This is an optimization exercise on Yosys and OpenROAD, whose aim is a short achievable clock period and few clock cycles, not a production implementation. The RTL was checked by simulation tests, not by an equivalence proof against the original design. Power is estimated from default activity; no workload was simulated.

Setup of lane 1:
// CPU
module CPU(
	input wire [8:0] in_Din,
	input wire in_clk,
	input wire in_re,
	input wire in_run,
	output wire [8:0] out_Addr,
	output wire [8:0] out_Dout,
	output wire out_W
);
For scale: ~2400 cells after synthesis, about 31 I/O pins, ~0.028 sq mm of cells after synthesis.
Settings: LEC_CHECK=0, ABC_CLOCK_PERIOD_IN_PS=1500, CAP_MARGIN=20, CORE_MARGIN=2, CORE_UTILIZATION=40, PLACE_DENSITY=0.6, SETUP_SLACK_MARGIN=4.0, SLEW_MARGIN=20, SYNTH_HIERARCHICAL=1, TNS_END_PERCENT=100; clock period 6.0 ns.
run.sh (not shown) runs the stock make flow with config.mk's settings and CLKGATE_MAP_FILE= SYNTH_SCRIPT=/design/flow/synth_recipe.tcl, a recipe that flattens the netlist after the stock synthesis.
Lane 1 finished every stage and its layout cleared the timing, DRC and antenna checks.
Testbench counts of lane 1, summed over its fixed seeds: cycles 16,059.
#### Input delta (lane 2 over lane 1)
--- a/flow/design.v
+++ b/flow/design.v
@@ -203,46 +203,46 @@
 	reg  [8:0] IMMP1;                        
 	reg  [8:0] RP0, RP1, RP2, RP3, RP4, RP5, RP6;    
 	reg  [6:0] rxo;                          
 	reg        d_wrn7, d_nzn7;               
 	wire       e_wen7 = exr && (d_wrn7 || (d_nzn7 && gnz));
 	reg  [6:0] fwr, hzr, nzr;
 	wire [6:0] fw = fwr;
 	wire [6:0] hz = hzr | (nzr & {7{gnz}}) | (WEN & {7{!RP1V}} & ~fw);
 	wire [8:0] Q0, Q1, Q2, Q3, Q4, Q5, Q6;
-	counter_9bit u_q0 (.sa(hz[0]), .sb(fw[0]), .sc(!hz[0] && !fw[0] && WEN[0]), .sd(!hz[0] && !fw[0] && !WEN[0]), .a(FA1), .b(IMMP1), .c(RESP1R), .d(RP0), .y(Q0));
-	counter_9bit u_q1 (.sa(hz[1]), .sb(fw[1]), .sc(!hz[1] && !fw[1] && WEN[1]), .sd(!hz[1] && !fw[1] && !WEN[1]), .a(FA1), .b(IMMP1), .c(RESP1R), .d(RP1), .y(Q1));
-	counter_9bit u_q2 (.sa(hz[2]), .sb(fw[2]), .sc(!hz[2] && !fw[2] && WEN[2]), .sd(!hz[2] && !fw[2] && !WEN[2]), .a(FA1), .b(IMMP1), .c(RESP1R), .d(RP2), .y(Q2));
-	counter_9bit u_q3 (.sa(hz[3]), .sb(fw[3]), .sc(!hz[3] && !fw[3] && WEN[3]), .sd(!hz[3] && !fw[3] && !WEN[3]), .a(FA1), .b(IMMP1), .c(RESP1R), .d(RP3), .y(Q3));
-	counter_9bit u_q4 (.sa(hz[4]), .sb(fw[4]), .sc(!hz[4] && !fw[4] && WEN[4]), .sd(!hz[4] && !fw[4] && !WEN[4]), .a(FA1), .b(IMMP1), .c(RESP1R), .d(RP4), .y(Q4));
-	counter_9bit u_q5 (.sa(hz[5]), .sb(fw[5]), .sc(!hz[5] && !fw[5] && WEN[5]), .sd(!hz[5] && !fw[5] && !WEN[5]), .a(FA1), .b(IMMP1), .c(RESP1R), .d(RP5), .y(Q5));
-	counter_9bit u_q6 (.sa(hz[6]), .sb(fw[6]), .sc(!hz[6] && !fw[6] && WEN[6]), .sd(!hz[6] && !fw[6] && !WEN[6]), .a(FA1), .b(IMMP1), .c(RESP1R), .d(RP6), .y(Q6));
-	wire [7:0] y_ok = {1'b1, ~hz};
+	counter_9bit u_q0 (.sa(1'b0), .sb(fw[0]), .sc(!fw[0] && WEN[0]), .sd(!fw[0] && !WEN[0]), .a(9'd0), .b(IMMP1), .c(RESP1R), .d(RP0), .y(Q0));
+	counter_9bit u_q1 (.sa(1'b0), .sb(fw[1]), .sc(!fw[1] && WEN[1]), .sd(!fw[1] && !WEN[1]), .a(9'd0), .b(IMMP1), .c(RESP1R), .d(RP1), .y(Q1));
+	counter_9bit u_q2 (.sa(1'b0), .sb(fw[2]), .sc(!fw[2] && WEN[2]), .sd(!fw[2] && !WEN[2]), .a(9'd0), .b(IMMP1), .c(RESP1R), .d(RP2), .y(Q2));
+	counter_9bit u_q3 (.sa(1'b0), .sb(fw[3]), .sc(!fw[3] && WEN[3]), .sd(!fw[3] && !WEN[3]), .a(9'd0), .b(IMMP1), .c(RESP1R), .d(RP3), .y(Q3));
+	counter_9bit u_q4 (.sa(1'b0), .sb(fw[4]), .sc(!fw[4] && WEN[4]), .sd(!fw[4] && !WEN[4]), .a(9'd0), .b(IMMP1), .c(RESP1R), .d(RP4), .y(Q4));
+	counter_9bit u_q5 (.sa(1'b0), .sb(fw[5]), .sc(!fw[5] && WEN[5]), .sd(!fw[5] && !WEN[5]), .a(9'd0), .b(IMMP1), .c(RESP1R), .d(RP5), .y(Q5));
+	counter_9bit u_q6 (.sa(1'b0), .sb(fw[6]), .sc(!fw[6] && WEN[6]), .sd(!fw[6] && !WEN[6]), .a(9'd0), .b(IMMP1), .c(RESP1R), .d(RP6), .y(Q6));
+	wire [7:0] y_ok = {1'b0, ~hz};
 	wire       g_ok = gnz && !e_as;
 	wire [8:0] QJ;
-	register_1bit u_qj (.sel(dy), .a0(Q0), .a1(Q1), .a2(Q2), .a3(Q3), .a4(Q4), .a5(Q5), .a6(Q6), .a7(FA1), .y(QJ));
+	register_1bit u_qj (.sel(dy), .a0(Q0), .a1(Q1), .a2(Q2), .a3(Q3), .a4(Q4), .a5(Q5), .a6(Q6), .a7(Q6), .y(QJ));
 	wire       j_mv = dx == 3'd7 && dop == 3'b000;
 	wire       j_nz = dx == 3'd7 && dop == 3'b110 && g_ok;
 	wire f_j  = (j_mv || j_nz) && y_ok[dy];
 	wire [CB-1:0] l_idx = FA[CB-1:0];
 	wire [CN-1:0]   cvv;
 	wire [5*CN-1:0] ctv;
 	genvar gl;
 	generate for (gl = 0; gl < CN; gl = gl + 1) begin : lk
 		assign cvv[gl] = CV[gl];
 		assign ctv[5*gl +: 5] = CT[gl];
 	end endgenerate
 	wire          l_hit;
 	control_unit u_hit (.a(FA), .cv(cvv), .ct(ctv), .hit(l_hit));
 	wire f_mvic = dop == 3'b001 && l_hit;
 	wire [8:0] FAS;
 	mux_9to1 u_fas (.s(f_mvic), .a(FA2), .b(FA1), .y(FAS));
-	wire f_jq = j_mv || j_nz;    
+	wire f_jq = f_j;    
 	reg n_irv, n_pld, n_pst, n_pjr, n_pj2, n_w, tk, tk_hold, ld_fwd;
 	always @(*) begin
 		n_irv = IRV; n_pld = pld; n_pst = pst; n_pjr = pjr; n_pj2 = pj2; n_w = 1'b0;
 		tk = 1'b0; tk_hold = 1'b0; ld_fwd = 1'b0;
 		if (in_re) begin
 			n_irv = 1'b0; n_pld = 1'b0; n_pst = 1'b0; n_pjr = 1'b0; n_pj2 = 1'b0;
 		end else if (pst) begin
 			n_pst = 1'b0;
 		end else if (in_run) begin
--- outcome ---
Lane 2 has completed all stages; timing, DRC and antenna checks passed. In lane 2, global-route usage is lower than in lane 1. Total power on lane 2 is ahead of lane 1. Compared to lane 1, the router laid down less metal wire for lane 2. Highest metal layer with signal wires = met4: lane 2; highest metal layer with signal wires = met5: lane 1. Combinational power (lane 2 vs. lane 1) decreases by more than 10%. Synthesis-to-layout area growth in lane 2 vs lane 1: down 3.8 points. Sequential portion of the cell area (lane 2 over lane 1): increase, 1.6 points. Number of optimization iterations in the first detailed-route pass in lane 2 vs lane 1: up 4. Going from lane 1 to lane 2, fmax went up; via count of the routed design lost 4.4%; total number of tap cells went down by about 1%; setup slack after layout +0.054 ns.
Testbench counts of lane 2, summed over its fixed seeds: cycles 16,059.

* * *

## quartz
Another version of the RTL of CPU (not shown whole).
Size: about 31 I/O pins, ~0.028 sq mm of cells after synthesis.
clock: 6.0 ns
lec_check: 0
abc_clock_period_in_ps: 1500
cap_margin: 20
core_margin: 2
core_utilization: 40
place_density: 0.6
setup_slack_margin: 4.0
slew_margin: 20
synth_hierarchical: 1
tns_end_percent: 100
quartz did not stop at any stage, and its layout met the timing, DRC and antenna checks.
Testbench counts of quartz, summed over its fixed seeds: cycles 16,059.
### quartz -> ember
--- a/flow/design.v
+++ b/flow/design.v
@@ -123,49 +123,49 @@
 	output wire out_W
 );
 	localparam CN = 16, CB = 4;
 	reg [8:0] FA;                   
 	reg       IRV;                  
 	reg       pld, pst, pjr, pj2;   
 	reg       exr;                  
 	reg [8:0] JT;                   
 	reg [8:0] R0, R1, R2, R3, R4, R5, R6, G;
 	reg [6:0] WEN;                  
-	reg [8:0] RES;
-	reg [8:0] RXS;                  
+	reg [8:0] RES, RESN;            
 	reg       W;
 	reg [8:0] DO;
 	reg [2:0] rx, iy;
 	reg       d_x7, d_mv, d_mvi, d_sub, d_as, d_ld, d_st, d_ldst, d_mvnz, d_halt;
 	reg       d_mviu, d_mvic;       
 	reg       d_wr, d_redu;         
 	reg [8:0] OX, OY;               
 	reg       FX;                   
-	reg       FYo;                  
+	reg       FYr, FYs, FYo;        
 	reg [8:0] EPC;                  
 	reg  [8:0] EPC1, EPC2;          
 	wire [8:0] AFT = d_mvic ? EPC2 : EPC1;    
 	reg        s_vy, s_im, s_f1;              
 	reg [8:0] IMM;
 	reg [2:0] LRX;                  
 	reg          CV [0:CN-1];
 	reg [8-CB:0] CT [0:CN-1];
 	reg [8:0]    CD [0:CN-1];
 	reg [8:0] FAO;
 	assign out_Addr = FAO;
 	assign out_Dout = DO;
 	assign out_W    = W;
 	wire [8:0] FA1 = FA + 9'd1;
 	wire [8:0] FA2 = FA + 9'd2;
-	wire [8:0] vx, vy;
+	wire [8:0] vx, vy, vyr;
 	mux_9to1 u_vx  (.s(FX), .a(RES), .b(OX), .y(vx));
-	mux_9to1 u_vy  (.s(FYo), .a(OY), .b(RXS), .y(vy));
+	mux_9to1 u_vyr (.s(FYs), .a(RESN), .b(RES), .y(vyr));
+	mux_9to1 u_vy  (.s(FYo), .a(OY), .b(vyr), .y(vy));
 	wire [8:0] sum;
 	addsub_9bit u_alu (.a(vx), .b(vy), .ci(d_sub), .s(sum));
 	reg        GNZ;
 	wire       gnz = GNZ;
 	wire [8:0] zc = {vx[7:0] | vy[7:0], d_sub};
 	wire       s_nz = ((vx ^ vy) != zc);
 	wire e_wr    = exr && (d_wr || (d_mvnz && gnz));    
 	wire e_wen   = e_wr && !d_x7;
 	wire e_j     = e_wr && d_x7;
 	wire e_ldst  = exr && d_ldst;
@@ -351,21 +351,21 @@
 		({9{e_mvic}} & IMMP1) |
 		({9{e_mviu || pld}} & (in_Din + 9'd1));
 	always @(posedge in_clk) begin
 		if (!r_hold) begin
 			RESP1R <= valp1;
 			RP1V <= !e_as;
 		end
 	end
 	always @(posedge in_clk) begin
 		RES <= res_d;
-		RXS <= res_d ^ {9{tk ? dop == 3'b011 : d_sub}};
+		RESN <= ~res_d;
 		G <= g_d;
 	end
 	always @(posedge in_clk) begin
 		if (in_re || !in_run || pst) WEN <= 7'd0;
 		else if (pld) WEN <= (7'd1 << LRX) & 7'h7f;
 		else if (e_wen) WEN <= (7'd1 << rx) & 7'h7f;
 		else WEN <= 7'd0;
 	end
 	always @(posedge in_clk) begin
 		if (tk) begin
@@ -383,23 +383,27 @@
 			EPC <= FA; EPC1 <= FA1; EPC2 <= FA2;
 			s_vy <= dop[2:1] == 2'b10;
 			s_im <= dx == 3'd7 && dop == 3'b001 && f_mvic;
 			s_f1 <= !(dop[2:1] == 2'b10) && !(dx == 3'd7 && dop == 3'b001 && f_mvic);
 			IMM <= CD[l_idx]; IMMP1 <= CD[l_idx] + 9'd1;
 			rxo <= (7'd1 << dx) & 7'h7f;
 			d_wrn7 <= dx != 3'd7 && (dop == 3'b000 || dop == 3'b001 || dop[2:1] == 2'b01);
 			d_nzn7 <= dx != 3'd7 && dop == 3'b110;
 		end
 		if (tk && tk_hold) begin
-			FX <= 1'b0; FYo <= 1'b1;
+			FX <= 1'b0; FYr <= 1'b0; FYs <= 1'b0; FYo <= 1'b1;
 		end else if (tk) begin
 			FX <= e_wen && rx == dx;
+			FYr <= e_wen && rx == dy && dop != 3'b011;
+			FYs <= e_wen && rx == dy && dop == 3'b011;
 			FYo <= !(e_wen && rx == dy);
 		end else if (ld_fwd) begin
 			FX <= rx == LRX;
+			FYr <= iy == LRX && !d_sub;
+			FYs <= iy == LRX && d_sub;
 			FYo <= iy != LRX;
 		end
 		if (!in_re && in_run && !pst && e_ldst) begin
 			LRX <= rx; DO <= vx;
 		end
 	end
 endmodule
--- outcome ---
The higher post-synthesis instance area of quartz and ember is in ember. Sort quartz and ember by depth of the CTS H-tree desc -> top: quartz. Measured against each other, quartz and ember differ in post-route non-filler standard cell count, the lower figure coming from ember. Power spent charging and discharging nets (higher): quartz. Portion of total power attributed to the clock network sits higher in ember than in quartz. ember reached the final stage; the timing, DRC and antenna checks on its layout passed. Logic depth of the worst path, buffers included up 3 in ember wrt quartz. ember: met2 global-route usage lower than quartz.
Testbench counts of ember, summed over its fixed seeds: cycles 16,059.

* * *

CPU, a different RTL version from the one above (not shown whole).
Size: ~2500 cells after synthesis, about 31 I/O pins, ~29000 um^2 of cells after synthesis.
// CPU
module CPU(
	input wire [8:0] in_Din,
	input wire in_clk,
	input wire in_re,
	input wire in_run,
	output wire [8:0] out_Addr,
	output wire [8:0] out_Dout,
	output wire out_W
);
Settings: LEC_CHECK=0, ABC_CLOCK_PERIOD_IN_PS=1500, CAP_MARGIN=20, CORE_MARGIN=2, CORE_UTILIZATION=40, PLACE_DENSITY=0.6, SETUP_SLACK_MARGIN=4.0, SLEW_MARGIN=20, SYNTH_HIERARCHICAL=1, TNS_END_PERCENT=100; clock period 6.0 ns.
Testbench counts at the start, summed over its fixed seeds: cycles 16,059.
Edit:
--- a/flow/design.v
+++ b/flow/design.v
@@ -207,23 +207,23 @@
 	register_1bit u_ox (.sel(dx), .a0(C0), .a1(C1), .a2(C2), .a3(C3), .a4(C4), .a5(C5), .a6(C6), .a7(FA), .y(OXn));
 	register_1bit u_oy (.sel(dy), .a0(C0), .a1(C1), .a2(C2), .a3(C3), .a4(C4), .a5(C5), .a6(C6), .a7(FA), .y(OYn));
 	wire [8:0] RESP1 = RES + 9'd1;
 	reg  [8:0] RESP1R;
 	reg        RP1V;
 	reg  [8:0] IMMP1;                        
 	reg  [8:0] RP0, RP1, RP2, RP3, RP4, RP5, RP6;    
 	reg  [6:0] rxo;                          
 	reg        d_wrn7, d_nzn7;               
 	wire       e_wen7 = exr && (d_wrn7 || (d_nzn7 && gnz));
 	reg  [6:0] fwr, hzr, nzr;
-	wire [6:0] fw = fwr & {7{d_mvic}};
+	wire [6:0] fw = fwr;
 	wire [6:0] hz = (hzr & ~fw) | (nzr & {7{gnz}}) | (WEN & {7{!RP1V}} & ~fw);
 	wire [8:0] Q0, Q1, Q2, Q3, Q4, Q5, Q6;
 	counter_9bit u_q0 (.sa(1'b0), .sb(fw[0]), .sc(!fw[0] && WEN[0]), .sd(!fw[0] && !WEN[0]), .a(9'd0), .b(IMMP1), .c(RESP1R), .d(RP0), .y(Q0));
 	counter_9bit u_q1 (.sa(1'b0), .sb(fw[1]), .sc(!fw[1] && WEN[1]), .sd(!fw[1] && !WEN[1]), .a(9'd0), .b(IMMP1), .c(RESP1R), .d(RP1), .y(Q1));
 	counter_9bit u_q2 (.sa(1'b0), .sb(fw[2]), .sc(!fw[2] && WEN[2]), .sd(!fw[2] && !WEN[2]), .a(9'd0), .b(IMMP1), .c(RESP1R), .d(RP2), .y(Q2));
 	counter_9bit u_q3 (.sa(1'b0), .sb(fw[3]), .sc(!fw[3] && WEN[3]), .sd(!fw[3] && !WEN[3]), .a(9'd0), .b(IMMP1), .c(RESP1R), .d(RP3), .y(Q3));
 	counter_9bit u_q4 (.sa(1'b0), .sb(fw[4]), .sc(!fw[4] && WEN[4]), .sd(!fw[4] && !WEN[4]), .a(9'd0), .b(IMMP1), .c(RESP1R), .d(RP4), .y(Q4));
 	counter_9bit u_q5 (.sa(1'b0), .sb(fw[5]), .sc(!fw[5] && WEN[5]), .sd(!fw[5] && !WEN[5]), .a(9'd0), .b(IMMP1), .c(RESP1R), .d(RP5), .y(Q5));
 	counter_9bit u_q6 (.sa(1'b0), .sb(fw[6]), .sc(!fw[6] && WEN[6]), .sd(!fw[6] && !WEN[6]), .a(9'd0), .b(IMMP1), .c(RESP1R), .d(RP6), .y(Q6));
 	wire [7:0] y_ok = {1'b0, ~hz};
 	wire       g_ok = gnz && !e_as;
@@ -271,29 +271,29 @@
 			if (!d_mvic) n_pjr = 1'b1;
 		end else if (e_mviu) begin
 			n_irv = 1'b0;
 		end else begin
 			tk_g = 1'b1; n_irv = !f_j;
 		end
 	end
 	wire c_hold = !in_run && !pst;
 	wire tk     = !in_re && !c_hold && tk_g;
 	wire ld_fwd = !in_re && !c_hold && ld_fwd_g;
 	wire       n_exr  = n_irv && !n_pld && !n_pst && !n_pjr && !n_pj2;
-	wire       n_mvi  = tk_g ? (dop == 3'b001) : d_mvi;
+	wire       n_mvic = tk_g ? (dop == 3'b001 && f_mvic) : d_mvic;
 	wire [6:0] n_rxo  = tk_g ? ((7'd1 << dx) & 7'h7f) : rxo;
 	wire       n_wrn7 = tk_g ? (dx != 3'd7 && (dop == 3'b000 || dop == 3'b001 || dop[2:1] == 2'b01)) : d_wrn7;
 	wire       n_nzn7 = tk_g ? (dx != 3'd7 && dop == 3'b110) : d_nzn7;
 	wire [26:0] c_q = {IRV, pld, pst, pjr, pj2, exr, fwr, hzr, nzr};
 	wire [26:0] c_g = {n_irv, n_pld, n_pst, n_pjr, n_pj2, n_exr,
-	                   {7{n_exr && n_mvi}} & n_rxo, {7{n_exr && n_wrn7}} & n_rxo,
+	                   {7{n_exr && n_mvic}} & n_rxo, {7{n_exr && n_wrn7}} & n_rxo,
 	                   {7{n_exr && n_nzn7}} & n_rxo};
 	wire [26:0] c_d;
 	register_9bit #(.W(27)) u_ctl (.re(in_re), .h(c_hold), .q(c_q), .g(c_g), .y(c_d));
 	always @(posedge in_clk) begin
 		{IRV, pld, pst, pjr, pj2, exr, fwr, hzr, nzr} <= c_d;
 		W <= !in_re && in_run && n_w;
 		if (pjr) JT <= RES + 9'd1;
 	end
 	wire [8:0] EA = pj2 ? JT : AFT;
 	wire [8:0] EB, EADDR;
 	wire [8:0] va;
Effect: Worst setup slack is worse by 10 ps; area after synthesis is lower by 0.86%; cell count is lower by 0.96%; die area is lower by 0.84%; routed wire length is lower by 1.7%; power is higher by 2.3%; final area barely changes; via count is lower by 1.4%; clock-buffer cell count is lower by 12; fmax is lower by 0.38%; worst hold slack is better by 8.4 ps; clock power is higher by about 2%; non-clock buffer count is higher by 12.
Testbench counts after the change, summed over its fixed seeds: cycles 16,059.

## what the ideal ports hide
How much do the figures lean on ideal ports? The routed layouts below were timed once more, with nothing changed but the port constraints.
Step 1 sets driving cells, clkbuf_16 on the clock port and buf_2 on the other inputs (assumed; they add their load-dependent delay and slew).
Step 2 moves the port delays by t, midway between the first and last clock arrival at a register: inputs arrive t later, outputs are due t later. That takes back most of the time a late clock gives input paths.
a / b / c = ideal / step 1 / step 2; a / b = the first two.
run	t (ns)	setup WS [ns]	hold slack, ns	pins driven straight from the clock port
lane 1	0.706	3.255 / 3.255 / 2.796	0.338 / 0.338 / 0.338	1
lane 2	0.680	3.308 / 3.236 / 2.556	0.339 / 0.339 / 0.339	1
quartz	0.660	3.371 / 3.175 / 2.515	0.339 / 0.339 / 0.339	1
ember	0.701	3.288 / 3.288 / 2.597	0.342 / 0.342 / 0.342	1
the first run of note 3	0.684	3.364 / 3.358 / 2.673	0.336 / 0.336 / 0.336	1
the second run of note 3	0.716	3.354 / 3.144 / 2.429	0.344 / 0.344 / 0.344	1
After both steps setup and hold are still met in every run listed. The setup slack of the second run of note 3, which loses most, moves by -0.210 ns with the drivers and by -0.925 ns with both steps.
